Context: an optimization exercise on an open-source flow, tuned for small area, a short achievable clock period and few clock cycles per item. The choices shown serve that exercise and are no tape-out recipe.
The RTL was checked by simulation tests, not by an equivalence proof against the original design.
No driver is modelled on the clock port, so clocking that relies on it looks cheaper here than on a real chip.
Power is estimated from default activity; no workload was simulated.

==> flow/design.v <==
`timescale 1ns/1ps
module ma_core_ema(clk, upd, ld, in_price, out_avg);
  parameter ALPHA_SH = 4;
  localparam W = 32 + ALPHA_SH;
  input clk;
  input upd;                
  input ld;                 
  input  [31:0] in_price;
  output [31:0] out_avg;
  reg [31:0] out_avg;
  wire [W-1:0] x_ext = {{ALPHA_SH{in_price[31]}}, in_price};
  wire [W-1:0] x_shl = {in_price, {ALPHA_SH{1'b0}}};
  wire [W-1:0] a_ext = {{ALPHA_SH{out_avg[31]}}, out_avg};
  wire [W-1:0] a_shl = {out_avg, {ALPHA_SH{1'b0}}};
  wire [W-1:0] t;
  wire [W-1:0] opx = ({W{upd}} & x_ext) | ({W{ld}} & x_shl);
  generate
    if (ALPHA_SH == 1) begin : g_two
      wire [W-1:0] opa = ({W{upd}} & a_ext) | ({W{~upd & ~ld}} & a_shl);
      assign t = opx + opa;
    end else begin : g_csa
      wire [W-1:0] p = {W{~ld}} & a_shl;
      wire [W-1:0] n = {W{upd}} & ~a_ext;
      wire [W-1:0] s = opx ^ p ^ n;
      wire [W-1:0] c = (opx & p) | (opx & n) | (p & n);
      assign t = s + {c[W-2:0], upd};
    end
  endgenerate
  always @(posedge clk)
    out_avg <= t[W-1:ALPHA_SH];
endmodule
`timescale 1ns/1ps
module tick_pipeline(
  clk, rst, in_valid, in_price, out_valid, out_signal, fast_dbg, slow_dbg
);
  parameter FAST_ALPHA_SH = 1;
  parameter SLOW_ALPHA_SH = 6;
  input clk;
  input rst;
  input in_valid;
  input  [31:0] in_price;
  output        out_valid;
  output [1:0]  out_signal;
  output [31:0] fast_dbg;
  output [31:0] slow_dbg;
  reg        seeded;
  reg        tick_upd, tick_ld;
  reg [31:0] tick_x;
  wire accept = in_valid & ~rst;
  wire seen   = seeded | tick_upd | tick_ld;
  always @(posedge clk) begin
    tick_upd <= accept & seen;
    tick_ld  <= accept & ~seen;
    tick_x   <= in_price;
    seeded   <= ~rst & seen;
  end
  reg out_valid_r;
  reg [1:0] signal_r;
  wire [31:0] fast_avg, slow_avg;
  ma_core_ema #(.ALPHA_SH(FAST_ALPHA_SH)) u_fast (
    .clk(clk), .upd(tick_upd), .ld(tick_ld),
    .in_price(tick_x), .out_avg(fast_avg)
  );
  ma_core_ema #(.ALPHA_SH(SLOW_ALPHA_SH)) u_slow (
    .clk(clk), .upd(tick_upd), .ld(tick_ld),
    .in_price(tick_x), .out_avg(slow_avg)
  );
  always @(posedge clk) begin
    out_valid_r <= (tick_upd | tick_ld) & ~rst;
    if (!tick_upd)
      signal_r <= 2'b00;
    else if (fast_avg > slow_avg)
      signal_r <= 2'b01;
    else if (fast_avg < slow_avg)
      signal_r <= 2'b11;
    else
      signal_r <= 2'b00;
  end
  assign out_valid  = out_valid_r;
  assign out_signal = signal_r;
  assign fast_dbg   = fast_avg;
  assign slow_dbg   = slow_avg;
endmodule
==> flow/flow/run.sh <==
#!/bin/bash
# The standard layout (standard.sh), with small port buffers, and a post-CTS
# hook (flow/skew.tcl) that clocks the input-stage registers from their own
# clock buffer ahead of the tree's leaves.
set -euo pipefail
bash standard.sh "BUFFER_PORTS_ARGS=-buffer_cell sky130_fd_sc_hd__buf_1" \
  "POST_CTS_TCL=$(pwd)/flow/skew.tcl" finish > flow.log 2>&1
==> flow/flow/skew.tcl <==
# Post-CTS hook: clock the input-stage registers (the registered tick and its
# mode: tick_x, tick_upd, tick_ld, seeded) from two clock buffers of their own on the
# clock port, ahead of the tree's leaves. Their inputs come from the ports,
# where slack is ample; their outputs feed only the EMA registers inside the
# design, whose paths from them gain the time. Then repair timing again.
set block [ord::get_db_block]
set db [ord::get_db]
set master [$db findMaster sky130_fd_sc_hd__clkbuf_16]
set clknet [$block findNet clk]
if { $clknet == "NULL" } { error "skew.tcl: no clk net" }

set flops {}
foreach inst [$block getInsts] {
  set name [$inst getName]
  if { [regexp {^(tick_x|tick_upd|tick_ld|seeded)\M} $name] } {
    lappend flops $inst
  }
}
puts "skew.tcl: [llength $flops] input-stage registers"
if { [llength $flops] == 0 } { error "skew.tcl: no input-stage registers found" }

# two buffers, each for the registers on one side of the group, placed at
# their centroid; detailed placement legalizes them
set sorted [lsort -command {apply {{a b} {
  expr { [lindex [$a getLocation] 0] - [lindex [$b getLocation] 0] }
}}} $flops]
set half [expr { ([llength $sorted] + 1) / 2 }]
set groups [list [lrange $sorted 0 [expr { $half - 1 }]] [lrange $sorted $half end]]
set k 0
foreach grp $groups {
  set sx 0
  set sy 0
  foreach f $grp {
    set loc [$f getLocation]
    set sx [expr { $sx + [lindex $loc 0] }]
    set sy [expr { $sy + [lindex $loc 1] }]
  }
  set n [llength $grp]
  set buf [odb::dbInst_create $block $master clkbuf_early_$k]
  $buf setLocation [expr { int($sx / $n) }] [expr { int($sy / $n) }]
  $buf setPlacementStatus PLACED
  set early [odb::dbNet_create $block clknet_early_$k]
  $early setSigType CLOCK
  [$buf findITerm A] connect $clknet
  [$buf findITerm X] connect $early
  foreach f $grp {
    set it [$f findITerm CLK]
    $it disconnect
    $it connect $early
  }
  incr k
}
global_connect

detailed_placement
check_placement -verbose
estimate_parasitics -placement
report_clock_skew
repair_timing_helper
detailed_placement
check_placement -verbose
==> flow/standard.sh <==
#!/bin/bash
# synth_recipe.tcl (not shown) runs the flow's synth.tcl, then flattens the netlist and writes it again
# the make line also repeats each setting of config.mk as NAME=value (left out here)
make -C /OpenROAD-flow-scripts/flow DESIGN_CONFIG=/design/flow/config.mk WORK_HOME=/design/flow/orfs CLKGATE_MAP_FILE= SYNTH_SCRIPT=/design/flow/synth_recipe.tcl "${@:-finish}"
==> flow/config.mk <==
export PLATFORM = sky130hd
export DESIGN_NAME = tick_pipeline
export DESIGN_NICKNAME = tick_pipeline
export VERILOG_FILES = /design/flow/design.v
export SDC_FILE = /design/flow/constraint.sdc
export NUM_CORES = 4
export LEC_CHECK = 0
export CAP_MARGIN = 20
export CORE_MARGIN = 2
export CORE_UTILIZATION = 65
export CTS_BUF_LIST = sky130_fd_sc_hd__clkbuf_4 sky130_fd_sc_hd__clkbuf_8
export SETUP_SLACK_MARGIN = 2.3
export SLEW_MARGIN = 20
==> flow/constraint.sdc <==
create_clock -name core_clock -period 5.5 [get_ports {clk}]
set_input_delay 1.1000 -clock core_clock [delete_from_list [all_inputs] [get_ports {clk}]]
set_output_delay 1.1000 -clock core_clock [all_outputs]
set_load 0.01 [all_outputs]
==> reports/results.ini, run 1 <==
[timing]
worstMarginPinSlew_ps = 567
skew_ps = 245
finalSetupTns_ps = 0
layout_min_cycle_time_ps = 3100
setup_viol = 0
relSlewSlack_pct = 62.2
rsz0062_at_grt = false
max_freq_mhz = 323
maxSlewViolCount = 0
hold_viol = 0
period_share_pct = 56.3

[power_and_ir_drop]
leakagePower_nw = 4.74
vdd_ir_drop_max_mv = 0.321
power_per_cell_area_nw_per_um2 = 497

[setup_path]
crit_path_end = u_slow.out_avg[27]
worst_setup_path_end_kind = flip-flop
rr_worst_depth = 13
cp_max_fo = 4
crit_arrival_ps = 3360
crit_type = flip-flop to flip-flop
rrSetupSlack_ps = 2400
cp-startpoint = u_slow.out_avg[7]
startpoint_type = flip-flop
timing.rr.start = u_slow.out_avg[7]
regToRegEndpoint = u_slow.out_avg[27]
worstPathRequired_ps = 5760

[detailed_routing]
num_vias = 7285
drt_iter0_drc = 654
firstDrtPassIters = 5
wl_per_cell_um = 18.2
drc = 0
drt-total-wl_mm = 22.3
postRouteAntennaNets = 0
via_per_inst = 5.95

[placed_design]
gp_congestion = 1.03
dpl.hpwl_mm = 16.7
io_buffers = 101
place_area_um2 = 8680

[layout]
num_antenna_cells = 0
nets = 1225
final_cell_area_um2 = 9330
n_fill_cell = 944
syn_to_final_growth_pct = 15.9
multi_input_area_um2 = 6010
layout-drive-gt1-share_pct = 9.84
seqCellArea_um2 = 2060

[synthesis]
avgSynthCellArea_um2 = 8.48
ys.flop_type = dfxtp_1
synth-edff-count = 0
netlist_area_um2 = 8050
synthCells = 949
synth_fp_nets = 1121
async_flop_share_pct = 0
yosysTopAreaCellShare_pct = 25.4
ys_seq_area_share_pct = 25.4
yosys.cell_types.count = 57
yosys.area.top_type = dfxtp_1
ys_ff_latch = 102
ys_top_cells_by_area = dfxtp_1 (25%), ha_1 (16%), fa_1 (8.0%)
yosys_warnings = 3

[cts]
cts_tree = built
clock_sinks = 102
clk_pin_slew_ps = 90
clock_latency_ps = 390

[status]
status = timing/DRC/antenna clean

[job]
max_cap_viol_count = 0

[global_route]
grt_pass1_vias = 7093
grt_max_degree = 37
grt_pass1_wl_mm = 35.2
grt_overflow = 0
antenna_found_initial = 0
grt_usage_pct = 34.6

[floorplanning]
die_x_um = 115
core_um2 = 12100
placementRows = 40
die_h_um = 115
initial_utilization_pct = 66.7
io_pins = 102
dieArea_um2 = 13300

[min_path]
hp-class = flip-flop to flip-flop

==> worst max-delay path: stages (launching register included) <==
cell,delay (ps)
dfxtp_1,410
inv_1,100
nor2_1,140
fa_1,480
ha_4,190
or4_1,480
o21ai_2,100
nor3b_2,70
a211oi_2,230
a21oi_2,120
a31oi_2,240
o21bai_1,130
buf_4,150
xor2_1,130
==> cells by family after synthesis <==
family	Yosys count	share of synthesized area, %
compound gates	244	20.9
buf+inv	80	3.73
fa+ha+maj	137	24.3
xor+xnor	63	6.86
flops	102	25.4
simple gates	323	18.8
==> registers in the layout (all words and copies together) (netlist names) <==
register and cells:
seeded 1, signal_r 2, u_fast.out_avg 32, tick_ld 1, tick_x 32, out_valid_r 1
tick_upd 1, u_slow.out_avg 32
==> final cells by class <==
| cell class | count | share of cell area (%) |
|---|---|---|
| buffer | 2 | 0.537 |
| clock inverter | 4 | 0.242 |
| inverter | 51 | 2.05 |
| multi-input combinational | 767 | 64.4 |
| sequential | 102 | 22.1 |
| tap | 168 | 2.25 |
| timing repair buffer | 120 | 6.83 |
==> metrics by stage <==
| stage | power [mW] | hold slack, ps | instances | utilization [%] | setup slack [ps] |
|---|---|---|---|---|---|
| 2_1_floorplan | 3.20 | 399 | 949 | - | 2250 |
| 5_1_grt | 5.02 | 447 | 1225 | 77.3 | 2290 |
| 3_5_place_dp | 3.94 | 403 | 1192 | 72.0 | 1650 |
| 6_report | 4.64 | 414 | 1225 | 77.3 | 2400 |
| 3_3_place_gp | 3.90 | 403 | 1192 | 72.0 | 1690 |
==> synth_stat cells, drive strengths merged (25+ instances only) <==
| cell type | number |
|---|---|
| a21o | 46 |
| a21oi | 69 |
| a22o | 31 |
| clkbuf | 25 |
| dfxtp | 102 |
| fa | 32 |
| ha | 105 |
| inv | 51 |
| nand2 | 143 |
| nor2 | 53 |
| nor2b | 41 |
| o21ai | 40 |
| xnor2 | 41 |
==> routing by layer <==
layer,up-vias,wire length [um],part of all wire [%],global-route usage (%)
met1,3352,8530,38,38.7
met5,-,0,0,0
li1,3541,-,-,-
met2,312,11200,50,61.3
met4,0,1270,5.7,20.8
met3,80,1260,5.6,6.38
==> worst min-delay path by stage <==
stage,from,depth (start not counted),end
2_1_floorplan,seeded,1,tick_ld
3_3_place_gp,seeded,1,tick_ld
3_5_place_dp,seeded,1,tick_ld
5_1_grt,seeded,1,tick_ld
6_report,seeded,1,tick_ld
==> placed cells by master, fill, tap and decap left out, types with 39 or more instances in the layout <==
| cell | count |
|---|---|
| a21o_1 | 46 |
| a21oi_1 | 62 |
| buf_1 | 101 |
| dfxtp_1 | 94 |
| ha_1 | 89 |
| inv_1 | 48 |
| nand2_1 | 141 |
| nor2_1 | 51 |
| nor2b_1 | 39 |
| xnor2_1 | 41 |
==> report_power, final <==
part           internal [mW]  total [mW]  leakage, nW  switching (mW)
sequential              1.02        1.35        0.859           0.328
combinational           1.20        2.76         3.77            1.56
clock                  0.249       0.530        0.116           0.280
total                   2.47        4.64         4.74            2.17
Testbench counts, summed over its fixed seeds: cycles 32,016, items 32,000.
==> run 2, diff against run 1 <==
--- a/flow/config.mk
+++ b/flow/config.mk
@@ -10,4 +10,4 @@
 export CORE_UTILIZATION = 65
 export CTS_BUF_LIST = sky130_fd_sc_hd__clkbuf_4 sky130_fd_sc_hd__clkbuf_8
-export SETUP_SLACK_MARGIN = 2.3
+export SETUP_SLACK_MARGIN = 2.0
 export SLEW_MARGIN = 20
==> run 2 against run 1 <==
- still clean
- sequential power barely moved
- clock power up 4.0%
- power shrank 3.6%
- cell count down 0.90%
- sequential share of layout area grew 0.98 points
- hold slack better by 13 ps
- die area unchanged
- critical path type unchanged
- largest cell class unchanged
- highest routed layer unchanged
==> reports/results.ini, run 2 <==
[status]
status = timing/DRC/antenna clean

[synthesis]
avgSynthCellArea_um2 = 8.48
ys_top_cells_by_area = dfxtp_1 (25%), ha_1 (16%), fa_1 (8.0%)
ys.flop_type = dfxtp_1
async_flop_share_pct = 0
synth_fp_nets = 1121
synth-edff-count = 0
ys_seq_area_share_pct = 25.4
yosys.area.top_type = dfxtp_1
synth.most_common_cell = nand2_1
synth_common_cells = nand2_1 (142), ha_1 (105), dfxtp_1 (102)
yosysTopAreaCellShare_pct = 25.4
netlist_area_um2 = 8050
synthCells = 949
yosys_warnings = 3
ys_ff_latch = 102
yosys.cell_types.count = 57

[layout]
reg_top3 = tick_x (32), u_fast.out_avg (32), u_slow.out_avg (32)
layout-drive-gt1-share_pct = 4.59
n_fill_cell = 1025
final_common_cell = nand2_1
utilization_pct = 73.8
nets = 1214
syn_to_final_growth_pct = 10.6
final_cells = 1214
most-common-layout-cells = nand2_1 (142), ha_1 (103), buf_1 (101)

[timing]
skew_ps = 235
relSlewSlack_pct = 43.5
hold_ws_ps = 427
period_share_pct = 59.8
maxSlewViolCount = 0
finalSetupTns_ps = 0
setup_viol = 0
hold_viol = 0
rsz0062_at_grt = false
layout_min_cycle_time_ps = 3290
max_freq_mhz = 304
worstMarginPinSlew_ps = 846

[global_route]
antenna_found_initial = 0
grt_max_degree = 33
grt_pass1_vias = 6960
grt_usage_pct = 33.3
grt_pass1_wl_mm = 33.9
grt_overflow = 0

[detailed_routing]
firstDrtPassIters = 5
via_per_inst = 5.91
drt-total-wl_mm = 21.2
drc = 0
wl_per_cell_um = 17.5
drt_iter0_drc = 515
postRouteAntennaNets = 0
num_vias = 7180

[setup_path]
cp_max_fo = 6
crit_arrival_ps = 3550
worstPathRequired_ps = 5760
startpoint_type = flip-flop
rrSetupSlack_ps = 2210
crit_type = flip-flop to flip-flop
worst_setup_path_end_kind = flip-flop

[power_and_ir_drop]
leakagePower_nw = 4.66
p_comb_share_pct = 57.9
power_frac_clock_pct = 12.3
vdd_ir_drop_max_mv = 0.312
power_switching_mw = 2.09
intPower_mw = 2.38
p_seq_share_pct = 29.8
p_sw_share_pct = 46.7
power_per_cell_area_nw_per_um2 = 503

[placed_design]
dpl.cell_count = 1193
gp_congestion = 0.970
io_buffers = 101
dpl.hpwl_mm = 16.7

[cts]
clock_latency_ps = 380
clock_sinks = 102
cts_tree = built
clk_pin_slew_ps = 80

[floorplanning]
dieArea_um2 = 13300
io_pins = 102
die_h_um = 115
die_x_um = 115
initial_utilization_pct = 66.7
placementRows = 40
core_um2 = 12100

[job]
max_cap_viol_count = 0

[min_path]
hp-class = flip-flop to flip-flop

run 2: cell count changes in the layout (fill, tap and decap cells not counted), moves of 5 or more:
cell and change:
dfxtp_2 -6, buf_4 -10, a21oi_1 +5, dfxtp_1 +6, ha_1 +14, ha_4 -12
run 2: final timing paths:
path	end	depth (start not counted)	from
worst max register to register	u_slow.out_avg[28]	13	u_slow.out_avg[5]
worst max-delay path	u_slow.out_avg[28]	13	u_slow.out_avg[5]
worst min register to register	tick_ld	1	seeded
worst min-delay path	tick_ld	1	seeded
run 2: routing by layer:
| metal | track usage, % | share of wire, % | up-vias |
|---|---|---|---|
| li1 | - | - | 3512 |
| met1 | 37.5 | 39 | 3299 |
| met2 | 59.2 | 50 | 298 |
| met3 | 6.64 | 5.9 | 71 |
| met4 | 18.2 | 4.7 | 0 |
| met5 | 0 | 0 | - |
run 2: area by class of cell:
class	count	area, um2	share of cell area, %
Inverter	51	191	2.15
Buffer	2	50.0	0.563
Timing Repair Buffer	109	465	5.23
Tap cell	168	210	2.36
Antenna cell	1	2.50	0.0281
Multi-Input combinational cell	767	5740	64.5
Sequential cell	102	2050	23.0
Clock inverter	4	48.8	0.549
run 2: power groups by stage:
stage               Sequential [mW]  Clock (mW)  Combinational [mW]
finish                         1.33       0.551                2.59
global route                   1.36       0.586                2.92
detailed placement             1.35           0                2.53
global placement               1.35           0                2.49
floorplan                      1.33           0                1.80
run 2: per-stage QoR:
step | area, um2 | total power [mW] | setup slack, ps
2_1_floorplan | 8070 | 3.13 | 2000
3_3_place_gp | 8560 | 3.84 | 1510
3_5_place_dp | 8560 | 3.88 | 1420
5_1_grt | 8890 | 4.86 | 2000
6_report | 8900 | 4.47 | 2210
run 2: cell families (layout without fill, tap and decap cells):
kind of cell / count (synthesis) / count (layout) / share of synthesized area, %
AO/OA/AOI/OAI: 244 / 244 / 20.9
XOR/XNOR: 63 / 63 / 6.86
adder cells (fa/ha/maj): 137 / 137 / 24.3
buffers and inverters: 80 / 176 / 3.73
flip-flops: 102 / 102 / 25.4
other: 0 / 1 / 0
AND/OR/NAND/NOR: 323 / 323 / 18.8
run 2: worst max-delay path, cell delays in order (launching register included):
cell,delay [ps]
dfxtp_1,380
inv_1,120
nor2_2,130
fa_1,430
ha_2,410
nand3_1,110
or3_1,370
nor3_1,250
a211oi_2,120
a21oi_2,260
a31oi_4,140
o21bai_1,230
a21oi_1,110
xnor2_1,130
==> run 3, diff against run 2 <==
--- a/flow/config.mk
+++ b/flow/config.mk
@@ -10,4 +10,4 @@
 export CORE_UTILIZATION = 65
 export CTS_BUF_LIST = sky130_fd_sc_hd__clkbuf_4 sky130_fd_sc_hd__clkbuf_8
-export SETUP_SLACK_MARGIN = 2.0
+export SETUP_SLACK_MARGIN = 2.5
 export SLEW_MARGIN = 20
==> run 3 against run 2 <==
- clock power is 4.4% higher
- flip-flop and latch count unchanged
- worst setup slack gained 220 ps
- still clean
- global-route usage grew 2.6 points
- register-to-register slack improved by 220 ps
==> reports/results.ini, run 3 <==
[synthesis]
ys_seq_area_share_pct = 25.4
async_flop_share_pct = 0
synth_fp_nets = 1121
ys.flop_type = dfxtp_1
synth.most_common_cell = nand2_1
yosys.cell_types.count = 57
ys_ff_latch = 102
yosys.area.top_type = dfxtp_1
yosysTopAreaCellShare_pct = 25.4
synth-edff-count = 0
synthCells = 949
ys_top_cells_by_area = dfxtp_1 (25%), ha_1 (16%), fa_1 (8.0%)
avgSynthCellArea_um2 = 8.48
synth_common_cells = nand2_1 (142), ha_1 (105), dfxtp_1 (102)
netlist_area_um2 = 8050
yosys_warnings = 3

[power_and_ir_drop]
p_comb_share_pct = 61.1
power_switching_mw = 2.33
p_seq_share_pct = 27.3
leakagePower_nw = 4.91
vdd_ir_drop_max_mv = 0.316
power_frac_clock_pct = 11.5
p_sw_share_pct = 46.6
power_mw = 4.99
power_per_cell_area_nw_per_um2 = 506
intPower_mw = 2.66

[detailed_routing]
drt_iter0_drc = 561
num_vias = 7673
drc = 0
wl_per_cell_um = 19.2
via_per_inst = 6.14
firstDrtPassIters = 4
drt-total-wl_mm = 24.0
postRouteAntennaNets = 0

[global_route]
grt_max_degree = 54
grt_pass1_wl_mm = 36.7
grt_overflow = 0
antenna_found_initial = 0
grt_pass1_vias = 7408
grt_usage_pct = 35.9

[setup_path]
crit_arrival_ps = 3340
cp_max_fo = 3
rr_worst_depth = 13
startpoint_type = flip-flop
path_cells = inv_4 -> nand2_4 -> fa_1 -> inv_2 -> ha_4 -> and3_4 -> a2111o_1 -> a211oi_4 -> a21oi_4 -> a31oi_4 -> o21bai_2 -> buf_4 -> xor2_1
worstPathRequired_ps = 5770
worst_setup_path_end_kind = flip-flop
max_stage_delay_ps = 520
cp_slowest_cell = fa_1
crit_type = flip-flop to flip-flop

[floorplanning]
core_um2 = 12100
die_h_um = 115
placementRows = 40
dieArea_um2 = 13300
initial_utilization_pct = 66.7
io_pins = 102
die_x_um = 115

[placed_design]
io_buffers = 101
gp_congestion = 0.965
dpl.hpwl_mm = 16.7

[layout]
final_common_cell = nand2_1
most-common-layout-cells = nand2_1 (134), buf_1 (101), dfxtp_1 (87)
syn_to_final_growth_pct = 22.5
num_antenna_cells = 0
layout-drive-gt1-share_pct = 17.9
reg_top3 = tick_x (32), u_fast.out_avg (32), u_slow.out_avg (32)
nets = 1248

[timing]
worstMarginPinSlew_ps = 536
max_freq_mhz = 325
maxSlewViolCount = 0
relSlewSlack_pct = 64.2
period_share_pct = 55.9
layout_min_cycle_time_ps = 3070
finalSetupTns_ps = 0
setup_viol = 0
skew_ps = 242
hold_viol = 0
rsz0062_at_grt = true

[cts]
clock_sinks = 102
clk_pin_slew_ps = 80
cts_tree = built
clock_latency_ps = 390

[job]
max_cap_viol_count = 0

[min_path]
worstHoldPathCells = 1
hp-class = flip-flop to flip-flop

[status]
status = timing/DRC/antenna clean

[run 3: cell counts after synthesis]
Identical to the previous run, type by type.
[run 3: power by group through the flow]
stage / clock network, mW / logic [mW] / registers, mW
floorplan: 0 / 1.91 / 1.34
global placement: 0 / 2.57 / 1.36
detailed placement: 0 / 2.61 / 1.36
global route: 0.605 / 3.35 / 1.38
finish: 0.575 / 3.05 / 1.36
[run 3: cell families (layout without fill, tap and decap cells)]
family / Yosys count / in the layout / share of synthesized area [%]
adder cells (fa/ha/maj): 137 / 137 / 24.3
buffers and inverters: 80 / 212 / 3.73
AND/OR/NAND/NOR: 323 / 323 / 18.8
flip-flops: 102 / 102 / 25.4
AO/OA/AOI/OAI: 244 / 244 / 20.9
XOR/XNOR: 63 / 63 / 6.86
[run 3: worst paths after layout]
kind                startpoint            endpoint  slack (ps)
min reg2reg             seeded             tick_ld         430
max          u_slow.out_avg[6]  u_slow.out_avg[27]        2430
min                     seeded             tick_ld         430
max reg2reg  u_slow.out_avg[6]  u_slow.out_avg[27]        2430
[run 3: critical path: cells and delay by family, from the launching register on]
family / cells / cell delay (ps)
compound gates: 5 / 1270
xor+xnor: 1 / 130
fa+ha+maj: 2 / 740
buf+inv: 3 / 270
flops: 1 / 340
simple gates: 2 / 210
[run 3: area by class of cell]
type / count / area [um2]
Multi-Input combinational cell: 767 / 6320
Fill cell: 808 / 2210
Sequential cell: 102 / 2070
Timing Repair Buffer: 143 / 816
Tap cell: 168 / 210
Inverter: 51 / 194
Buffer: 2 / 50.0
[run 3: per-layer routing]
metal / vias to the layer above / share of wire, % / global-route usage, %
met3: 101 / 5.9 / 6.22
met2: 328 / 49 / 62.5
met1: 3658 / 39 / 41.5
met5: - / 0 / 0
met4: 0 / 5.7 / 20.9
li1: 3586 / - / -
[run 3: stage by stage]
| stage | utilization [%] | instances | hold WS (ps) | area, um2 | worst slack [ps] |
|---|---|---|---|---|---|
| after floorplan | - | 949 | 399 | 8320 | 2270 |
| after global placement | 72.5 | 1191 | 396 | 8750 | 1640 |
| after detailed placement | 72.5 | 1191 | 407 | 8750 | 1580 |
| after global routing | 81.7 | 1249 | 453 | 9860 | 2300 |
| final | 81.7 | 1249 | 426 | 9860 | 2430 |
==> run 4, diff against run 3 <==
==> flow/flow/run.sh (replaced) <==
#!/bin/bash
# The standard layout (standard.sh), with: the standard flow's synthesis except that ABC
# maps with flow/abc_a.script (flow/my_synth.tcl); small port buffers; and a
# post-CTS hook (flow/skew.tcl) that clocks the input-stage registers from
# clock buffers of their own ahead of the tree's leaves.
set -euo pipefail
export MY_ABC_SCRIPT=$(pwd)/flow/abc_a.script
bash standard.sh "SYNTH_SCRIPT=$(pwd)/flow/my_synth.tcl" \
  "BUFFER_PORTS_ARGS=-buffer_cell sky130_fd_sc_hd__buf_1" \
  "POST_CTS_TCL=$(pwd)/flow/skew.tcl" finish > flow.log 2>&1
==> flow/flow/abc_a.script (new file) <==
strash
dch
map {D}
topo
stime -c
buffer -c
upsize {D} -c
dnsize {D} -c
==> flow/flow/my_synth.tcl (new file) <==
# The standard synthesis (synth_recipe.tcl), except that ABC runs the
# script named by MY_ABC_SCRIPT instead of ORFS's abc_speed.script.
proc synth {args} { yosys synth -nofsm -noshare {*}$args }
set f [open $::env(SCRIPTS_DIR)/synth.tcl]
set txt [read $f]
close $f
set from {log_cmd abc {*}$abc_args}
set to {log_cmd abc {*}[lreplace $abc_args 1 1 $::env(MY_ABC_SCRIPT)]}
if { [string first $from $txt] < 0 } { error "my_synth.tcl: abc call not found in synth.tcl" }
eval [string map [list $from $to] $txt]
# left out here: clear keep_hierarchy, flatten, clean up, hide names made inside functions, write 1_2_yosys.v
--- a/flow/config.mk
+++ b/flow/config.mk
@@ -10,4 +10,4 @@
 export CORE_UTILIZATION = 65
 export CTS_BUF_LIST = sky130_fd_sc_hd__clkbuf_4 sky130_fd_sc_hd__clkbuf_8
-export SETUP_SLACK_MARGIN = 2.5
+export SETUP_SLACK_MARGIN = 2.3
 export SLEW_MARGIN = 20
==> run 4 against run 3 <==
- cell area grew 4.0%
- wire length grew 31%
- first-iteration DRC count grew 110%
- die area grew 15%
- synthesized cell count grew 38%
- via count grew 30%
- combinational power grew 6%
- critical endpoint is now u_slow.out_avg[30]
- largest cell class unchanged
- fmax shrank 2.2%
==> reports/results.ini, run 4 <==
[status]
status = timing/DRC/antenna clean

[floorplanning]
dieArea_um2 = 15300
die_h_um = 124
core_um2 = 13900
placementRows = 43
io_pins = 102
initial_utilization_pct = 66.8
die_x_um = 124

[synthesis]
yosys_warnings = 3
synth_common_cells = nand2_1 (197), inv_1 (168), nor2_1 (149)
yosys.area.top_type = dfxtp_1
ys.flop_type = dfxtp_1
netlist_area_um2 = 9310
yosys.cell_types.count = 56
async_flop_share_pct = 0
synthCells = 1310
synth_fp_nets = 1482
synth-edff-count = 0
synth.most_common_cell = nand2_1
avgSynthCellArea_um2 = 7.11
ys_top_cells_by_area = dfxtp_1 (22%), ha_1 (14%), nand2_1 (7.9%)
yosysTopAreaCellShare_pct = 21.9
ys_seq_area_share_pct = 21.9
ys_ff_latch = 102

[global_route]
grt_pass1_vias = 9033
grt_overflow = 0
grt_usage_pct = 41.6
antenna_found_initial = 0
grt_max_degree = 62
grt_pass1_wl_mm = 48.1

[power_and_ir_drop]
leakagePower_nw = 4.79
power_mw = 5.20
power_per_cell_area_nw_per_um2 = 507
vdd_ir_drop_max_mv = 0.358

[cts]
cts_tree = built
clock_sinks = 102
clock_latency_ps = 410
clk_pin_slew_ps = 110

[timing]
layout_min_cycle_time_ps = 3140
max_freq_mhz = 318
setup_viol = 0
finalSetupTns_ps = 0
hold_viol = 0
layout_setup_ws_ps = 2360
relSlewSlack_pct = 58.9
worstMarginPinSlew_ps = 617
skew_ps = 267
period_share_pct = 57.1
rsz0062_at_grt = true
maxSlewViolCount = 0

[setup_path]
startpoint_type = flip-flop
cp_common_cell = nand2_1
rrSetupSlack_ps = 2360
crit_type = flip-flop to flip-flop
critical_path.top_delay_family = simple AND/OR/NAND/NOR gates
path_cells = inv_1 -> nand2_1 -> clkinvlp_4 -> buf_4 -> fa_1 -> ha_4 -> nand2_1 -> nor3_4 -> nand2_1 -> nor4_1 -> nand2_1 -> nand3_1 -> nand2_1 -> nand2_1
cp_max_fo = 6
worstPathRequired_ps = 5860
worst_setup_path_end_kind = flip-flop
path_buf_inv = 3
cp_slowest_cell = fa_1
crit_arrival_ps = 3510
max_stage_delay_ps = 520

[detailed_routing]
num_vias = 10008
via_per_inst = 6.29
wl_per_cell_um = 19.7
drt_iter0_drc = 1169
postRouteAntennaNets = 0
firstDrtPassIters = 14
drc = 0
drt-total-wl_mm = 31.4

[layout]
most-common-layout-cells = nand2_1 (197), inv_1 (165), nor2_1 (147)
layout-drive-gt1-share_pct = 5.81
syn_to_final_growth_pct = 10.0
final_common_cell = nand2_1
num_antenna_cells = 0
nets = 1579
reg_top3 = tick_x (32), u_fast.out_avg (32), u_slow.out_avg (32)

[placed_design]
gp_congestion = 0.990
dp_slack_ps = 1910
dpl.hpwl_mm = 24.6
io_buffers = 101

[job]
max_cap_viol_count = 0

[min_path]
hp-class = flip-flop to flip-flop

[run 4: cell types whose count changed in the layout (fill, tap and decap cells not counted), moves of 17 or more]
cell	before	now
inv_1	43	165
nor2_1	41	147
o22ai_1	1	86
a21oi_1	52	123
nand2_1	134	197
o21ai_0	26	64
nor2b_1	32	0
a22o_1	31	0
a21o_1	45	15
xnor2_1	41	13
buf_4	31	10
nand3_1	17	34
[run 4: where the power goes]
part | internal (mW) | leakage, nW | switching [mW] | total (mW)
sequential | 1.02 | 0.858 | 0.319 | 1.33
combinational | 1.14 | 3.80 | 2.10 | 3.24
clock | 0.283 | 0.130 | 0.336 | 0.620
[run 4: through the flow]
stage	utilization (%)	hold WS, ps	instance area [um2]	cells
2_1_floorplan	-	399	9310	1310
3_3_place_gp	70.5	436	9820	1565
3_5_place_dp	70.5	450	9820	1565
5_1_grt	73.5	490	10200	1592
6_report	73.5	481	10200	1592
[run 4: final cells by class]
cell class / count / area, um2
multi-input cells: 1007 / 6560
inverters: 170 / 652
clock inverters: 7 / 78.8
fillers: 1177 / 3690
plain buffers: 2 / 50.0
well taps: 180 / 225
flip-flops and latches: 102 / 2040
repair buffers: 114 / 509
repair inverters: 1 / 7.51
[run 4: final timing paths]
| kind | startpoint | cells after the start | endpoint |
|---|---|---|---|
| max | u_slow.out_avg[31] | 14 | u_slow.out_avg[30] |
| min | seeded | 1 | tick_ld |
| max reg2reg | u_slow.out_avg[31] | 14 | u_slow.out_avg[30] |
| min reg2reg | seeded | 1 | tick_ld |
[run 4: routing by layer]
layer | track usage, % | wire length, um | vias up
met3 | 9.66 | 3530 | 94
met4 | 18.5 | 1270 | 0
met1 | 55.5 | 12900 | 4541
li1 | - | - | 4728
met5 | 0 | 0 | -
met2 | 64.3 | 13600 | 645
[run 4: kinds of logic after synthesis]
kind of cell,after synthesis,share of synthesized area (%)
buffers and inverters,201,8.32
flip-flops,102,21.9
XOR/XNOR,32,3.01
adder cells (fa/ha/maj),137,21.0
AND/OR/NAND/NOR,444,20.1
AO/OA/AOI/OAI,394,25.6
[run 4: worst register-to-register path, stage by stage, from the launching register on]
cell        delay, ps
dfxtp_1           390
inv_1              90
nand2_1           130
clkinvlp_4        240
buf_4             220
fa_1              520
ha_4              320
nand2_1           120
nor3_4            310
nand2_1           150
nor4_1            190
nand2_1           150
nand3_1           120
nand2_1            60
nand2_1            70
==> run 5, diff against run 4 <==
==> flow/flow/run.sh (replaced) <==
#!/bin/bash
# The standard layout (standard.sh), with small port buffers, and a post-CTS
# hook (flow/skew.tcl) that clocks the input-stage registers from their own
# clock buffer ahead of the tree's leaves.
set -euo pipefail
bash standard.sh "BUFFER_PORTS_ARGS=-buffer_cell sky130_fd_sc_hd__buf_1" \
  "POST_CTS_TCL=$(pwd)/flow/skew.tcl" finish > flow.log 2>&1
==> flow/flow/skew.tcl (replaced) <==
# Post-CTS hook: clock the input-stage registers (the registered tick and its
# mode: tick_x, tick_upd, tick_ld, seeded) from their own clock buffer on the
# clock port, ahead of the tree's leaves. Their inputs come from the ports,
# where slack is ample; their outputs feed only the EMA registers inside the
# design, whose paths from them gain the time. Then repair timing again.
set block [ord::get_db_block]
set db [ord::get_db]
set master [$db findMaster sky130_fd_sc_hd__clkbuf_16]
set clknet [$block findNet clk]
if { $clknet == "NULL" } { error "skew.tcl: no clk net" }

set flops {}
foreach inst [$block getInsts] {
  set name [$inst getName]
  if { [regexp {^(tick_x|tick_upd|tick_ld|seeded)[\[$]} $name] } {
    lappend flops $inst
  }
}
puts "skew.tcl: [llength $flops] input-stage registers"
if { [llength $flops] == 0 } { error "skew.tcl: no input-stage registers found" }

# place the buffer at the registers' centroid; detailed placement legalizes it
set sx 0
set sy 0
foreach f $flops {
  set loc [$f getLocation]
  set sx [expr { $sx + [lindex $loc 0] }]
  set sy [expr { $sy + [lindex $loc 1] }]
}
set n [llength $flops]
set buf [odb::dbInst_create $block $master clkbuf_early]
$buf setLocation [expr { int($sx / $n) }] [expr { int($sy / $n) }]
$buf setPlacementStatus PLACED
set early [odb::dbNet_create $block clknet_early]
$early setSigType CLOCK
[$buf findITerm A] connect $clknet
[$buf findITerm X] connect $early
foreach f $flops {
  set it [$f findITerm CLK]
  $it disconnect
  $it connect $early
}
global_connect

detailed_placement
check_placement -verbose
estimate_parasitics -placement
report_clock_skew
repair_timing_helper
detailed_placement
check_placement -verbose
--- a/flow/config.mk
+++ b/flow/config.mk
@@ -10,4 +10,4 @@
 export CORE_UTILIZATION = 65
 export CTS_BUF_LIST = sky130_fd_sc_hd__clkbuf_4 sky130_fd_sc_hd__clkbuf_8
-export SETUP_SLACK_MARGIN = 2.3
+export SETUP_SLACK_MARGIN = 2.0
 export SLEW_MARGIN = 20
removed: flow/flow/abc_a.script
removed: flow/flow/my_synth.tcl
==> run 5 against run 4 <==
- critical path type unchanged
- flip-flop and latch count did not move
- first-iteration DRC count fell by 56%
- sequential share of layout area rose by 3.2 points
- critical endpoint is now u_slow.out_avg[28]
- largest power group unchanged
- worst setup slack got worse by 120 ps
- still clean
==> reports/results.ini, run 5 <==
[synthesis]
synthXorXnorAreaFrac_pct = 6.86
async_flop_share_pct = 0
avgSynthCellArea_um2 = 8.48
synth-compound-area-share_pct = 20.9
synth_fp_nets = 1121
ys_top_cells_by_area = dfxtp_1 (25%), ha_1 (16%), fa_1 (8.0%)
yosysTopAreaCellShare_pct = 25.4
yosys_warnings = 3
synthCells = 949
synth_common_cells = nand2_1 (142), ha_1 (105), dfxtp_1 (102)
synth_mux_area_share_pct = 0
synth_top_family_by_area = adder cells
ys_ff_latch = 102
yosys.cell_types.count = 57
netlist_area_um2 = 8050
synth-edff-count = 0
synth.most_common_cell = nand2_1
ys.flop_type = dfxtp_1
synthSimpleGateAreaFrac_pct = 18.8
yosys.area.top_type = dfxtp_1
ys_seq_area_share_pct = 25.4
synthAdderAreaFrac_pct = 24.3

[detailed_routing]
num_vias = 7161
wl_per_cell_um = 17.4
drc = 0
drt-total-wl_mm = 21.1
postRouteAntennaNets = 0
firstDrtPassIters = 5
via_per_inst = 5.90
drt_iter0_drc = 518

[setup_path]
regToRegEndpoint = u_slow.out_avg[28]
rr_worst_depth = 13
timing.rr.start = u_slow.out_avg[5]
crit_type = flip-flop to flip-flop
crit_arrival_ps = 3550
cp_max_fo = 6
worst_setup_path_end_kind = flip-flop
startpoint_type = flip-flop
rrSetupSlack_ps = 2240
worstPathRequired_ps = 5780

[cts]
clock_latency_ps = 390
clock_sinks = 102
cts_tree = built
clk_pin_slew_ps = 90

[layout]
reg_top3 = tick_x (32), u_fast.out_avg (32), u_slow.out_avg (32)
n_fill_cell = 1027
num_antenna_cells = 0
most-common-layout-cells = nand2_1 (142), ha_1 (103), buf_1 (101)
layout-drive-gt1-share_pct = 4.69
final_common_cell = nand2_1
syn_to_final_growth_pct = 10.3
nets = 1214

[placed_design]
dpl.hpwl_mm = 16.7
io_buffers = 101
gp_congestion = 0.970
dp_slack_ps = 1420

[power_and_ir_drop]
power_mw = 4.43
power_per_cell_area_nw_per_um2 = 499
vdd_ir_drop_max_mv = 0.310
leakagePower_nw = 4.66

[global_route]
grt_pass1_vias = 6919
grt_usage_pct = 33.1
antenna_found_initial = 0
grt_max_degree = 33
grt_pass1_wl_mm = 33.7
grt_overflow = 0

[timing]
max_freq_mhz = 307
hold_viol = 0
layout_min_cycle_time_ps = 3260
skew_ps = 290
finalSetupTns_ps = 0
maxSlewViolCount = 0
layout_setup_ws_ps = 2240
setup_viol = 0
rsz0062_at_grt = false
relSlewSlack_pct = 45.0
period_share_pct = 59.3
worstMarginPinSlew_ps = 824

[status]
status = timing/DRC/antenna clean

[floorplanning]
io_pins = 102
placementRows = 40
dieArea_um2 = 13300
die_x_um = 115
core_um2 = 12100
die_h_um = 115
initial_utilization_pct = 66.7

[job]
max_cap_viol_count = 0

[min_path]
hp-class = flip-flop to flip-flop
worstHoldPathCells = 1
min_to = tick_ld
hold_start = seeded

==> run 5: cell type report <==
class                      count  area (um2)  share of cell area (%)
buffer                         1        25.0                   0.282
clock inverter                 4        48.8                   0.550
inverter                      51         191                    2.16
multi-input combinational    767        5740                    64.7
sequential                   102        2050                    23.1
tap                          168         210                    2.37
timing repair buffer         110         469                    5.29
==> run 5: cell families after synthesis <==
kind of cell | Yosys count
XOR/XNOR | 63
AND/OR/NAND/NOR | 323
buffers and inverters | 80
flip-flops | 102
adder cells (fa/ha/maj) | 137
AO/OA/AOI/OAI | 244
==> run 5: worst max path at each step <==
stage	from	to	slack [ps]	cells past startpoint
after detailed placement	tick_upd	u_slow.out_avg[28]	1420	14
after floorplan	tick_ld	u_slow.out_avg[28]	2000	14
after global routing	u_slow.out_avg[5]	u_slow.out_avg[28]	2060	13
after global placement	tick_upd	u_slow.out_avg[28]	1510	14
final	u_slow.out_avg[5]	u_slow.out_avg[28]	2240	13
==> run 5: report_power, final <==
part / leakage, nW / switching (mW) / internal (mW)
Combinational: 3.69 / 1.50 / 1.09
Clock: 0.110 / 0.262 / 0.248
Sequential: 0.859 / 0.317 / 1.01
Total: 4.66 / 2.08 / 2.35
==> run 5: critical path: stages, from the launching register on <==
cell,delay [ps]
dfxtp_1,390
inv_1,120
nor2_2,140
fa_1,430
ha_2,410
nand3_1,110
or3_1,370
nor3_1,250
a211oi_2,130
a21oi_2,270
a31oi_4,140
o21bai_2,190
a21oi_1,100
xnor2_1,120
==> run 5: layer usage <==
layer,wire length [um],GRT usage (%)
met1,8480,37.8
met2,10700,58.7
met3,963,5.43
met4,996,18.4
met5,0,0
==> run 5: per-stage QoR <==
stage / cells / utilization (%) / cell area [um2] / hold WS, ps
2_1_floorplan: 949 / - / 8070 / 399
3_3_place_gp: 1193 / 71.0 / 8560 / 397
3_5_place_dp: 1193 / 71.0 / 8560 / 405
5_1_grt: 1213 / 73.6 / 8870 / 467
6_report: 1213 / 73.6 / 8870 / 435
==> run 6, diff against run 5 <==
==> flow/flow/run.sh (replaced) <==
#!/bin/bash
# The standard layout (standard.sh), with small port buffers, and a post-CTS
# hook (flow/skew.tcl) that clocks the tick-mode registers from their own
# clock buffer ahead of the tree's leaves.
set -euo pipefail
bash standard.sh "BUFFER_PORTS_ARGS=-buffer_cell sky130_fd_sc_hd__buf_1" \
  "POST_CTS_TCL=$(pwd)/flow/skew.tcl" finish > flow.log 2>&1
--- a/flow/flow/skew.tcl
+++ b/flow/flow/skew.tcl
@@ -1,7 +1,7 @@
-# Post-CTS hook: clock the input-stage registers (the registered tick and its
-# mode: tick_x, tick_upd, tick_ld, seeded) from their own clock buffer on the
-# clock port, ahead of the tree's leaves. Their inputs come from the ports,
-# where slack is ample; their outputs feed only the EMA registers inside the
-# design, whose paths from them gain the time. Then repair timing again.
+# Post-CTS hook: clock the registers of the tick's mode (tick_upd, tick_ld,
+# seeded) from their own clock buffer on the clock port, ahead of the tree's
+# leaves. Their inputs come from the ports, where slack is ample; their
+# outputs feed only registers inside the design (the EMAs and out_valid),
+# whose paths from them gain the time. Then repair timing again.
 set block [ord::get_db_block]
 set db [ord::get_db]
@@ -13,10 +13,10 @@
 foreach inst [$block getInsts] {
   set name [$inst getName]
-  if { [regexp {^(tick_x|tick_upd|tick_ld|seeded)[\[$]} $name] } {
+  if { [regexp {^(tick_upd|tick_ld|seeded)\$} $name] } {
     lappend flops $inst
   }
 }
-puts "skew.tcl: [llength $flops] input-stage registers"
-if { [llength $flops] == 0 } { error "skew.tcl: no input-stage registers found" }
+puts "skew.tcl: [llength $flops] mode registers"
+if { [llength $flops] == 0 } { error "skew.tcl: no mode registers found" }
 
 # place the buffer at the registers' centroid; detailed placement legalizes it
--- a/flow/config.mk
+++ b/flow/config.mk
@@ -8,5 +8,5 @@
 export CAP_MARGIN = 20
 export CORE_MARGIN = 2
-export CORE_UTILIZATION = 65
+export CORE_UTILIZATION = 80
 export CTS_BUF_LIST = sky130_fd_sc_hd__clkbuf_4 sky130_fd_sc_hd__clkbuf_8
 export SETUP_SLACK_MARGIN = 2.0
==> run 6 against run 5 <==
- register-to-register slack got worse by 160 ps
- critical endpoint is now u_slow.out_avg[30]
- highest routed layer unchanged
- sequential power barely moved
- still clean on timing, DRC and antenna
- synthesized cell count did not move
- cell area rose by 0.28%
- first-iteration DRC count rose by 85%
- via count rose by 14%
- wire length rose by 19%
- fmax fell by 4.7%
==> reports/results.ini, run 6 <==
[placed_design]
dpl.hpwl_mm = 16.8
gp_congestion = 0.986
io_buffers = 101
dp_slack_ps = 1420
place_area_um2 = 8510

[synthesis]
avgSynthCellArea_um2 = 8.48
synth_common_cells = nand2_1 (142), ha_1 (105), dfxtp_1 (102)
netlist_area_um2 = 8050
synth_fp_nets = 1121
ys_seq_area_share_pct = 25.4
synth.most_common_cell = nand2_1
synthCells = 949
yosys.cell_types.count = 57
ys_top_cells_by_area = dfxtp_1 (25%), ha_1 (16%), fa_1 (8.0%)
yosys.area.top_type = dfxtp_1
ys.flop_type = dfxtp_1
yosys_warnings = 3
yosysTopAreaCellShare_pct = 25.4
synth-edff-count = 0
ys_ff_latch = 102
async_flop_share_pct = 0

[floorplanning]
initial_utilization_pct = 82.3
io_pins = 102
dieArea_um2 = 10900
die_x_um = 104
die_h_um = 104
core_um2 = 9770
placementRows = 36

[global_route]
grt_pass1_wl_mm = 39.2
grt_max_degree = 69
grt_usage_pct = 45.7
antenna_found_initial = 0
grt_pass1_vias = 7961
grt_overflow = 0

[setup_path]
rrSetupSlack_ps = 2080
cp_max_fo = 6
crit_type = flip-flop to flip-flop
worstPathRequired_ps = 5800
startpoint_type = flip-flop
rr_worst_depth = 13
worst_setup_path_end_kind = flip-flop
regToRegEndpoint = u_slow.out_avg[30]
critical_path.top_delay_family = simple AND/OR/NAND/NOR gates
timing.rr.start = u_slow.out_avg[4]
path_buf_inv = 1
path_cells = inv_1 -> nor2_2 -> fa_1 -> ha_1 -> nand3_1 -> or3_1 -> nor3_1 -> a211oi_2 -> a21oi_2 -> a31oi_4 -> o21ai_2 -> a21oi_1 -> xnor2_1
crit_arrival_ps = 3730
cp_slowest_cell = fa_1
max_stage_delay_ps = 470

[min_path]
hp-class = flip-flop to flip-flop
worstHoldPathCells = 1
hold_start = seeded
min_to = tick_ld

[timing]
rsz0062_at_grt = true
layout_setup_ws_ps = 2080
period_share_pct = 62.2
finalSetupTns_ps = 0
layout_min_cycle_time_ps = 3420
setup_viol = 0
hold_viol = 0
worstMarginPinSlew_ps = 882
relSlewSlack_pct = 41.1
max_freq_mhz = 292
skew_ps = 306
maxSlewViolCount = 0

[layout]
final_cell_area_um2 = 8900
nets = 1213
most-common-layout-cells = nand2_1 (142), ha_1 (104), buf_1 (101)
num_antenna_cells = 0
reg_top3 = tick_x (32), u_fast.out_avg (32), u_slow.out_avg (32)
layout-drive-gt1-share_pct = 5.26
syn_to_final_growth_pct = 10.6
final_common_cell = nand2_1

[detailed_routing]
wl_per_cell_um = 21.3
postRouteAntennaNets = 0
drt-total-wl_mm = 25.1
drt_iter0_drc = 958
firstDrtPassIters = 7
drc = 0
via_per_inst = 6.90
num_vias = 8134

[cts]
cts_tree = built
clock_sinks = 102
clock_latency_ps = 410
clk_pin_slew_ps = 100

[power_and_ir_drop]
leakagePower_nw = 4.68
intPower_mw = 2.45
p_seq_share_pct = 28.5
power_per_cell_area_nw_per_um2 = 533
power_switching_mw = 2.29
vdd_ir_drop_max_mv = 0.415
p_comb_share_pct = 58.7
power_frac_clock_pct = 12.8
p_sw_share_pct = 48.2

[job]
max_cap_viol_count = 0

[status]
status = timing/DRC/antenna clean

-- run 6: cell counts after synthesis --
Identical to the previous run, type by type.
-- run 6: worst max-delay path by stage --
stage | startpoint | end | slack, ps | depth (start not counted)
after floorplan | tick_ld | u_slow.out_avg[28] | 2000 | 14
after global placement | tick_upd | u_slow.out_avg[28] | 1540 | 14
after detailed placement | tick_upd | u_slow.out_avg[25] | 1420 | 14
after global routing | u_slow.out_avg[4] | u_slow.out_avg[31] | 1830 | 13
final | u_slow.out_avg[4] | u_slow.out_avg[30] | 2080 | 13
-- run 6: layout make-up --
type | instances | area [um2]
multi-input combinational | 767 | 5750
inverter | 51 | 191
buffer | 1 | 25.0
clock inverter | 7 | 113
timing repair buffer | 109 | 472
sequential | 102 | 2050
tap | 133 | 166
fill | 446 | 876
-- run 6: through the flow --
stage | power, mW | hold WS, ps | instances | utilization (%)
3_5_place_dp | 3.89 | 414 | 1157 | 87.1
5_1_grt | 5.02 | 454 | 1179 | 91.0
6_report | 4.74 | 450 | 1179 | 91.0
2_1_floorplan | 3.13 | 399 | 949 | -
3_3_place_gp | 3.79 | 393 | 1157 | 87.1
-- run 6: worst register-to-register path, cell delays in order, from the launching register on --
cell	delay, ps
dfxtp_1	380
inv_1	130
nor2_2	200
fa_1	470
ha_1	410
nand3_1	140
or3_1	370
nor3_1	230
a211oi_2	130
a21oi_2	290
a31oi_4	160
o21ai_2	180
a21oi_1	100
xnor2_1	120
-- run 6: logic make-up (layout without fill, tap and decap cells) --
group | count (synthesis) | count (layout) | synth area share, %
AOI/OAI and AO/OA | 244 | 244 | 20.9
xor gates and xnor gates | 63 | 63 | 6.86
adders and majority gates | 137 | 137 | 24.3
buffers and inverters | 80 | 177 | 3.73
DFF | 102 | 102 | 25.4
and+or+nand+nor | 323 | 323 | 18.8
-- run 6: power by group through the flow --
stage,Clock [mW],Combinational [mW],Sequential [mW]
after floorplan,0,1.80,1.33
after global placement,0,2.45,1.34
after global routing,0.631,3.03,1.36
after detailed placement,0,2.55,1.34
final,0.609,2.78,1.35
-- run 6: layer usage --
layer	GRT usage [%]	wire length, um
met3	9.77	2330
met1	49.5	8390
met4	33.1	2170
met5	0	0
met2	78.5	12200
==> run 7, diff against run 6 <==
--- a/flow/config.mk
+++ b/flow/config.mk
@@ -8,6 +8,6 @@
 export CAP_MARGIN = 20
 export CORE_MARGIN = 2
-export CORE_UTILIZATION = 80
+export CORE_UTILIZATION = 65
 export CTS_BUF_LIST = sky130_fd_sc_hd__clkbuf_4 sky130_fd_sc_hd__clkbuf_8
-export SETUP_SLACK_MARGIN = 2.0
+export SETUP_SLACK_MARGIN = 2.3
 export SLEW_MARGIN = 20
==> run 7 against run 6 <==
- still clean
- area after synthesis unchanged
- flip-flop and latch count did not move
- register-to-register slack improved by 320 ps
- clock skew is 11 ps lower
- power shrank 3.3%
- cell area grew 4.4%
- via count is 10% lower
- highest routed layer unchanged
==> reports/results.ini, run 7 <==
[setup_path]
crit_path_end = u_slow.out_avg[27]
crit_arrival_ps = 3390
crit_type = flip-flop to flip-flop
cp_max_fo = 4
cp-startpoint = u_slow.out_avg[9]
timing.rr.start = u_slow.out_avg[9]
rr_worst_depth = 13
startpoint_type = flip-flop
worst_setup_path_end_kind = flip-flop
regToRegEndpoint = u_slow.out_avg[27]
rrSetupSlack_ps = 2400
worstPathRequired_ps = 5790

[global_route]
antenna_found_initial = 0
grt_pass1_wl_mm = 34.9
grt_overflow = 0
grt_max_degree = 37
grt_pass1_vias = 7050
grt_usage_pct = 34.3

[cts]
clk_pin_slew_ps = 90
cts_tree = built
clock_latency_ps = 400
clock_sinks = 102

[detailed_routing]
via_per_inst = 5.96
drc = 0
firstDrtPassIters = 5
drt-total-wl_mm = 22.0
drt_iter0_drc = 675
postRouteAntennaNets = 0
num_vias = 7298
wl_per_cell_um = 17.9

[timing]
hold_ws_ps = 407
hold_viol = 0
rsz0062_at_grt = false
relSlewSlack_pct = 61.9
maxSlewViolCount = 0
max_freq_mhz = 322
worstMarginPinSlew_ps = 571
layout_min_cycle_time_ps = 3100
period_share_pct = 56.4
setup_viol = 0
finalSetupTns_ps = 0
layout_setup_ws_ps = 2400
skew_ps = 295

[synthesis]
avgSynthCellArea_um2 = 8.48
synthCells = 949
synth.most_common_cell = nand2_1
ys.flop_type = dfxtp_1
yosys_warnings = 3
synth_common_cells = nand2_1 (142), ha_1 (105), dfxtp_1 (102)
synth-edff-count = 0
yosys.area.top_type = dfxtp_1
async_flop_share_pct = 0
ys_seq_area_share_pct = 25.4
ys_ff_latch = 102
netlist_area_um2 = 8050
yosys.cell_types.count = 57
yosysTopAreaCellShare_pct = 25.4
ys_top_cells_by_area = dfxtp_1 (25%), ha_1 (16%), fa_1 (8.0%)
synth_fp_nets = 1121

[placed_design]
dpl.hpwl_mm = 16.7
place_area_um2 = 8680
gp_congestion = 1.03
dp_slack_ps = 1650
io_buffers = 101

[floorplanning]
initial_utilization_pct = 66.7
die_x_um = 115
core_um2 = 12100
dieArea_um2 = 13300
io_pins = 102
die_h_um = 115
placementRows = 40

[layout]
final_cell_area_um2 = 9290
syn_to_final_growth_pct = 15.5
num_antenna_cells = 0
nets = 1224
layout-drive-gt1-share_pct = 9.56
final_common_cell = nand2_1
reg_top3 = tick_x (32), u_fast.out_avg (32), u_slow.out_avg (32)
most-common-layout-cells = nand2_1 (141), buf_1 (101), dfxtp_1 (96)

[status]
status = timing/DRC/antenna clean

[job]
max_cap_viol_count = 0

[power_and_ir_drop]
power_per_cell_area_nw_per_um2 = 493
vdd_ir_drop_max_mv = 0.324
leakagePower_nw = 4.73
power_mw = 4.58

[min_path]
hp-class = flip-flop to flip-flop

## run 7: cell types whose count changed in the layout (fill, tap and decap cells not counted), moves of 4 or more
| cell | delta |
|---|---|
| buf_4 | +8 |
| a21oi_1 | -4 |
| ha_4 | +12 |
| ha_1 | -15 |
## run 7: through the flow
stage               cells  util, %
finish               1224     77.0
global route         1224     77.0
global placement     1192     72.0
detailed placement   1192     72.0
floorplan             949        -
## run 7: how the worst min path moves through the flow
stage | depth (start not counted) | start | to
after detailed placement | 1 | seeded | tick_ld
after global placement | 1 | seeded | tick_ld
after global routing | 1 | seeded | tick_ld
final | 1 | seeded | tick_ld
after floorplan | 1 | seeded | tick_ld
## run 7: worst max-delay path, stage by stage, from the launching register on
cell and delay, ps:
dfxtp_1 400, inv_1 110, nor2_1 140, fa_1 430, ha_2 210, or4_1 540
o21ai_2 100, nor3b_2 70, a211oi_2 230, a21oi_2 120, a31oi_2 240, o21bai_1 130
buf_4 150, xor2_1 130
## run 7: area by class of cell
| type | count | area, um2 |
|---|---|---|
| plain buffers | 1 | 25.0 |
| inverters | 51 | 191 |
| well taps | 168 | 210 |
| multi-input cells | 767 | 6000 |
| flip-flops and latches | 102 | 2050 |
| clock inverters | 4 | 22.5 |
| repair buffers | 120 | 637 |
| fillers | 949 | 2770 |
## run 7: cells by family (layout without fill, tap and decap cells)
| kind of cell | after synthesis | count (layout) | synth area share, % |
|---|---|---|---|
| AOI/OAI and AO/OA | 244 | 244 | 20.9 |
| xor gates and xnor gates | 63 | 63 | 6.86 |
| adders and majority gates | 137 | 137 | 24.3 |
| and+or+nand+nor | 323 | 323 | 18.8 |
| buffers and inverters | 80 | 187 | 3.73 |
| DFF | 102 | 102 | 25.4 |
## run 7: where the power goes
part / total (mW) / leakage [nW] / switching (mW) / internal, mW
Sequential: 1.34 / 0.859 / 0.320 / 1.02
Combinational: 2.76 / 3.77 / 1.56 / 1.20
Clock: 0.486 / 0.103 / 0.270 / 0.216
## run 7: layer usage
layer	track usage [%]	wire, um
met2	61.5	11100
met5	0	0
met3	6.06	1200
met1	38.7	8480
met4	18.1	1220
==> run 8, diff against run 7 <==
--- a/flow/config.mk
+++ b/flow/config.mk
@@ -10,4 +10,4 @@
 export CORE_UTILIZATION = 65
 export CTS_BUF_LIST = sky130_fd_sc_hd__clkbuf_4 sky130_fd_sc_hd__clkbuf_8
-export SETUP_SLACK_MARGIN = 2.3
+export SETUP_SLACK_MARGIN = 2.7
 export SLEW_MARGIN = 20
==> run 8 against run 7 <==
- still clean on timing, DRC and antenna
- cell area increased by 11%
- register-to-register slack worse by 160 ps
- fmax down 4.9%
- die area unchanged
- clock skew is 2.5 ps higher
- critical path depth is the same
- flip-flop and latch count unchanged
- worst setup slack lost 160 ps
- utilization increased by 8.4 points
- sequential power up 5%
- critical path type unchanged
- largest power group unchanged
- highest routed layer unchanged
==> reports/results.ini, run 8 <==
[power_and_ir_drop]
vdd_ir_drop_max_mv = 0.387
leakagePower_nw = 5.06
power_mw = 5.35
power_per_cell_area_nw_per_um2 = 519

[detailed_routing]
postRouteAntennaNets = 0
drt-total-wl_mm = 28.2
drt_iter0_drc = 771
wl_per_cell_um = 22.2
drc = 0
via_per_inst = 6.49
num_vias = 8250
firstDrtPassIters = 8

[floorplanning]
dieArea_um2 = 13300
die_h_um = 115
core_um2 = 12100
die_x_um = 115
io_pins = 102
initial_utilization_pct = 66.7
placementRows = 40

[synthesis]
yosys.area.top_type = dfxtp_1
yosysTopAreaCellShare_pct = 25.4
synth.most_common_cell = nand2_1
ys_top_cells_by_area = dfxtp_1 (25%), ha_1 (16%), fa_1 (8.0%)
ys_ff_latch = 102
netlist_area_um2 = 8050
yosys_warnings = 3
yosys.cell_types.count = 57
synth_fp_nets = 1121
synth-edff-count = 0
synthCells = 949
avgSynthCellArea_um2 = 8.48
ys.flop_type = dfxtp_1
async_flop_share_pct = 0
synth_common_cells = nand2_1 (142), ha_1 (105), dfxtp_1 (102)
ys_seq_area_share_pct = 25.4

[layout]
layout-drive-gt1-share_pct = 23.1
reg_top3 = tick_x (32), u_fast.out_avg (32), u_slow.out_avg (32)
n_fill_cell = 677
nets = 1269
final_common_cell = nand2_1
utilization_pct = 85.4
syn_to_final_growth_pct = 28.1
most-common-layout-cells = nand2_1 (128), buf_1 (101), dfxtp_1 (79)
seqCellArea_um2 = 2090
multi_input_area_um2 = 6500
final_cell_area_um2 = 10300
final_cells = 1271

[setup_path]
max_stage_delay_ps = 490
cp_max_fo = 3
worstPathRequired_ps = 5790
cp_slowest_cell = fa_1
crit_type = flip-flop to flip-flop
path_cells = a22oi_2 -> fa_1 -> inv_2 -> ha_4 -> o21ai_1 -> nor2_1 -> a2111o_1 -> a211oi_2 -> a21oi_2 -> a31oi_4 -> o21bai_2 -> buf_4 -> xor2_1
worst_setup_path_end_kind = flip-flop
startpoint_type = flip-flop
timing.rr.start = tick_x[6]
crit_arrival_ps = 3550
cp-startpoint = tick_x[6]

[timing]
rsz0062_at_grt = true
setup_viol = 0
finalSetupTns_ps = 0
worstMarginPinSlew_ps = 594
layout_setup_ws_ps = 2240
hold_ws_ps = 449
relSlewSlack_pct = 60.4
period_share_pct = 59.3
layout_min_cycle_time_ps = 3260
skew_ps = 298
hold_viol = 0
maxSlewViolCount = 0
max_freq_mhz = 307

[placed_design]
dpl.hpwl_mm = 16.7
place_area_um2 = 8770
dpl.cell_count = 1191
io_buffers = 101
gp_congestion = 0.933
dp_slack_ps = 1600

[global_route]
grt_pass1_vias = 7833
grt_usage_pct = 39.4
grt_max_degree = 36
grt_overflow = 0
antenna_found_initial = 1
met3_usage_pct = 11.5
busiest_layer = met2
grtUsageMet2_pct = 68.6
gr-usage-met1_pct = 41.1
grt_pass1_wl_mm = 39.9

[cts]
clk_pin_slew_ps = 100
clock_latency_ps = 400
cts_tree = built
clock_sinks = 102

[min_path]
hp-class = flip-flop to flip-flop
hold_start = seeded

[job]
max_cap_viol_count = 0

[status]
status = timing/DRC/antenna clean

[run 8: cell count changes in the layout (fill, tap and decap cells not counted), sizes merged]
| cell | change |
|---|---|
| clkinv | -3 |
| bufinv | +2 |
| diode | +1 |
| bufbuf | -1 |
| clkbuf | +1 |
| clkinvlp | +2 |
| buf | +45 |
[run 8: final timing paths]
kind | depth (start not counted) | end | slack [ps]
max | 13 | u_slow.out_avg[27] | 2240
min | 1 | tick_ld | 450
max reg2reg | 13 | u_slow.out_avg[27] | 2240
min reg2reg | 1 | tick_ld | 450
[run 8: kinds of logic (layout without fill, tap and decap cells)]
kind of cell               after synthesis  in the layout  share of synthesized area, %
other                                    0              1                             0
and+or+nand+nor                        323            323                          18.8
buffers and inverters                   80            233                          3.73
adders and majority gates              137            137                          24.3
DFF                                    102            102                          25.4
xor gates and xnor gates                63             63                          6.86
AOI/OAI and AO/OA                      244            244                          20.9
[run 8: power by group]
| part | total (mW) | internal, mW | switching (mW) |
|---|---|---|---|
| Sequential | 1.41 | 1.03 | 0.378 |
| Combinational | 3.35 | 1.48 | 1.88 |
| Clock | 0.587 | 0.305 | 0.282 |
| Total | 5.35 | 2.81 | 2.54 |
[run 8: cell type report]
| type | instances | area share, % |
|---|---|---|
| antenna | 1 | 0.0243 |
| buffer | 1 | 0.243 |
| clock inverter | 5 | 0.801 |
| inverter | 51 | 1.98 |
| multi-input combinational | 767 | 63.1 |
| sequential | 102 | 20.2 |
| tap | 168 | 2.04 |
| timing repair buffer | 165 | 10.2 |
[run 8: layer usage]
metal / share of wire [%] / vias to the layer above
li1: - / 3626
met1: 35 / 3875
met2: 49 / 571
met3: 9.0 / 178
met4: 7.4 / 0
met5: 0 / -
[run 8: critical path, delay by kind of cell (launching register included)]
| kind | cells | cell delay, ps |
|---|---|---|
| adder cells (fa/ha/maj) | 2 | 690 |
| AND/OR/NAND/NOR | 1 | 90 |
| buffers and inverters | 2 | 220 |
| XOR/XNOR | 1 | 130 |
| flip-flops | 1 | 370 |
| AO/OA/AOI/OAI | 7 | 1640 |
==> run 9, diff against run 8 <==
--- a/flow/config.mk
+++ b/flow/config.mk
@@ -10,4 +10,4 @@
 export CORE_UTILIZATION = 65
 export CTS_BUF_LIST = sky130_fd_sc_hd__clkbuf_4 sky130_fd_sc_hd__clkbuf_8
-export SETUP_SLACK_MARGIN = 2.7
+export SETUP_SLACK_MARGIN = 2.5
 export SLEW_MARGIN = 20
==> run 9 against run 8 <==
- combinational power is 6.6% lower
- synthesized cell count stayed put
- register-to-register slack better by 30 ps
- sequential share of layout area is 0.76 points higher
- first-iteration DRC count is 18% lower
- clock power is 12% lower
- critical path type unchanged
- largest power group unchanged
==> reports/results.ini, run 9 <==
[status]
status = timing/DRC/antenna clean

[timing]
maxSlewViolCount = 0
layout_min_cycle_time_ps = 3230
hold_viol = 0
skew_ps = 296
finalSetupTns_ps = 0
max_freq_mhz = 310
worstMarginPinSlew_ps = 517
rsz0062_at_grt = true
period_share_pct = 58.7
hold_ws_ps = 439
setup_viol = 0
relSlewSlack_pct = 65.4

[floorplanning]
die_h_um = 115
io_pins = 102
initial_utilization_pct = 66.7
placementRows = 40
die_x_um = 115
core_um2 = 12100
dieArea_um2 = 13300

[synthesis]
yosys.cell_types.count = 57
synth-edff-count = 0
yosys.area.top_type = dfxtp_1
synthSimpleGateAreaFrac_pct = 18.8
ys_ff_latch = 102
synth_top_family_by_area = adder cells
yosysTopAreaCellShare_pct = 25.4
netlist_area_um2 = 8050
ys_seq_area_share_pct = 25.4
synth_common_cells = nand2_1 (142), ha_1 (105), dfxtp_1 (102)
ys_top_cells_by_area = dfxtp_1 (25%), ha_1 (16%), fa_1 (8.0%)
avgSynthCellArea_um2 = 8.48
ys.flop_type = dfxtp_1
synthXorXnorAreaFrac_pct = 6.86
synth-compound-area-share_pct = 20.9
synth_fp_nets = 1121
synthCells = 949
synthAdderAreaFrac_pct = 24.3
synth_mux_area_share_pct = 0
async_flop_share_pct = 0
synth.most_common_cell = nand2_1
yosys_warnings = 3

[power_and_ir_drop]
power_per_cell_area_nw_per_um2 = 504
power_switching_mw = 2.34
power_frac_clock_pct = 10.3
leakagePower_nw = 4.96
intPower_mw = 2.67
p_comb_share_pct = 62.4
vdd_ir_drop_max_mv = 0.324
p_sw_share_pct = 46.7
p_seq_share_pct = 27.2

[layout]
layout-drive-gt1-share_pct = 19.9
num_antenna_cells = 0
n_fill_cell = 769
nets = 1256
reg_top3 = tick_x (32), u_fast.out_avg (32), u_slow.out_avg (32)
final_cells = 1257
syn_to_final_growth_pct = 23.6
seqCellArea_um2 = 2090
final_common_cell = nand2_1
multi_input_area_um2 = 6320
utilization_pct = 82.4
most-common-layout-cells = nand2_1 (124), buf_1 (101), ha_1 (85)

[placed_design]
dpl.cell_count = 1191
gp_congestion = 0.965
dpl.hpwl_mm = 16.7
io_buffers = 101

[detailed_routing]
via_per_inst = 6.22
num_vias = 7818
drt_iter0_drc = 633
drt-total-wl_mm = 24.3
postRouteAntennaNets = 0
drc = 0
wl_per_cell_um = 19.3
firstDrtPassIters = 7

[setup_path]
cp_max_fo = 3
max_stage_delay_ps = 470
cp_common_cell = a21oi_2
path_cells = a22oi_2 -> fa_1 -> inv_2 -> ha_4 -> o21ai_1 -> nor2_1 -> a2111o_1 -> a211oi_2 -> a21oi_2 -> a31oi_4 -> o21bai_4 -> a21oi_2 -> xnor2_1
worstPathRequired_ps = 5830
cp_slowest_cell = a2111o_1
worst_setup_path_end_kind = flip-flop
startpoint_type = flip-flop
crit_arrival_ps = 3560
crit_type = flip-flop to flip-flop

[global_route]
grt_pass1_wl_mm = 36.6
grt_pass1_vias = 7340
grt_overflow = 0
grt_usage_pct = 35.6
grt_max_degree = 54
antenna_found_initial = 0

[job]
max_cap_viol_count = 0

[cts]
clk_pin_slew_ps = 100
clock_sinks = 102
clock_latency_ps = 400
cts_tree = built

[min_path]
hp-class = flip-flop to flip-flop

==> run 9: cell counts after synthesis <==
Identical to the previous run, type by type.
==> run 9: critical path: cells and delay by family, from the launching register on <==
family	cells	cell delay, ps
compound gates	8	1840
fa+ha+maj	2	640
flops	1	370
xor+xnor	1	140
simple gates	1	110
buf+inv	1	80
==> run 9: path summary, 6_finish.rpt <==
check	endpoint	start	slack, ps	cells past startpoint
worst max-delay path	u_slow.out_avg[28]	tick_x[6]	2270	13
worst min-delay path	tick_ld	seeded	440	1
worst max register to register	u_slow.out_avg[28]	tick_x[6]	2270	13
worst min register to register	tick_ld	seeded	440	1
==> run 9: final cells by class <==
| class | count | share of cell area, % |
|---|---|---|
| Multi-Input combinational cell | 767 | 63.6 |
| Sequential cell | 102 | 21.0 |
| Timing Repair Buffer | 152 | 9.06 |
| Tap cell | 168 | 2.11 |
| Inverter | 51 | 2.00 |
| Buffer | 1 | 0.252 |
==> run 9: per-layer routing <==
| metal | GRT usage [%] | part of all wire, % | vias up |
|---|---|---|---|
| li1 | - | - | 3603 |
| met1 | 41.5 | 39 | 3678 |
| met2 | 62.3 | 49 | 411 |
| met3 | 5.43 | 6.2 | 126 |
| met4 | 20.0 | 6.1 | 0 |
| met5 | 0 | 0 | - |
==> run 9: power by group through the flow <==
stage / logic (mW) / registers, mW / clock network, mW
finish: 3.13 / 1.37 / 0.518
global route: 3.43 / 1.38 / 0.553
floorplan: 1.91 / 1.34 / 0
detailed placement: 2.61 / 1.36 / 0
global placement: 2.57 / 1.36 / 0
==> run 9: stage by stage <==
stage | setup WS, ps | area, um2 | power (mW)
finish | 2270 | 9940 | 5.01
global route | 2200 | 9940 | 5.36
detailed placement | 1580 | 8750 | 3.97
global placement | 1640 | 8750 | 3.93
floorplan | 2270 | 8320 | 3.25
==> run 9: kinds of logic (layout without fill, tap and decap cells) <==
logic type	count (synthesis)	count (layout)
AO/OA/AOI/OAI	244	244
XOR/XNOR	63	63
adder cells (fa/ha/maj)	137	137
flip-flops	102	102
buffers and inverters	80	220
AND/OR/NAND/NOR	323	323
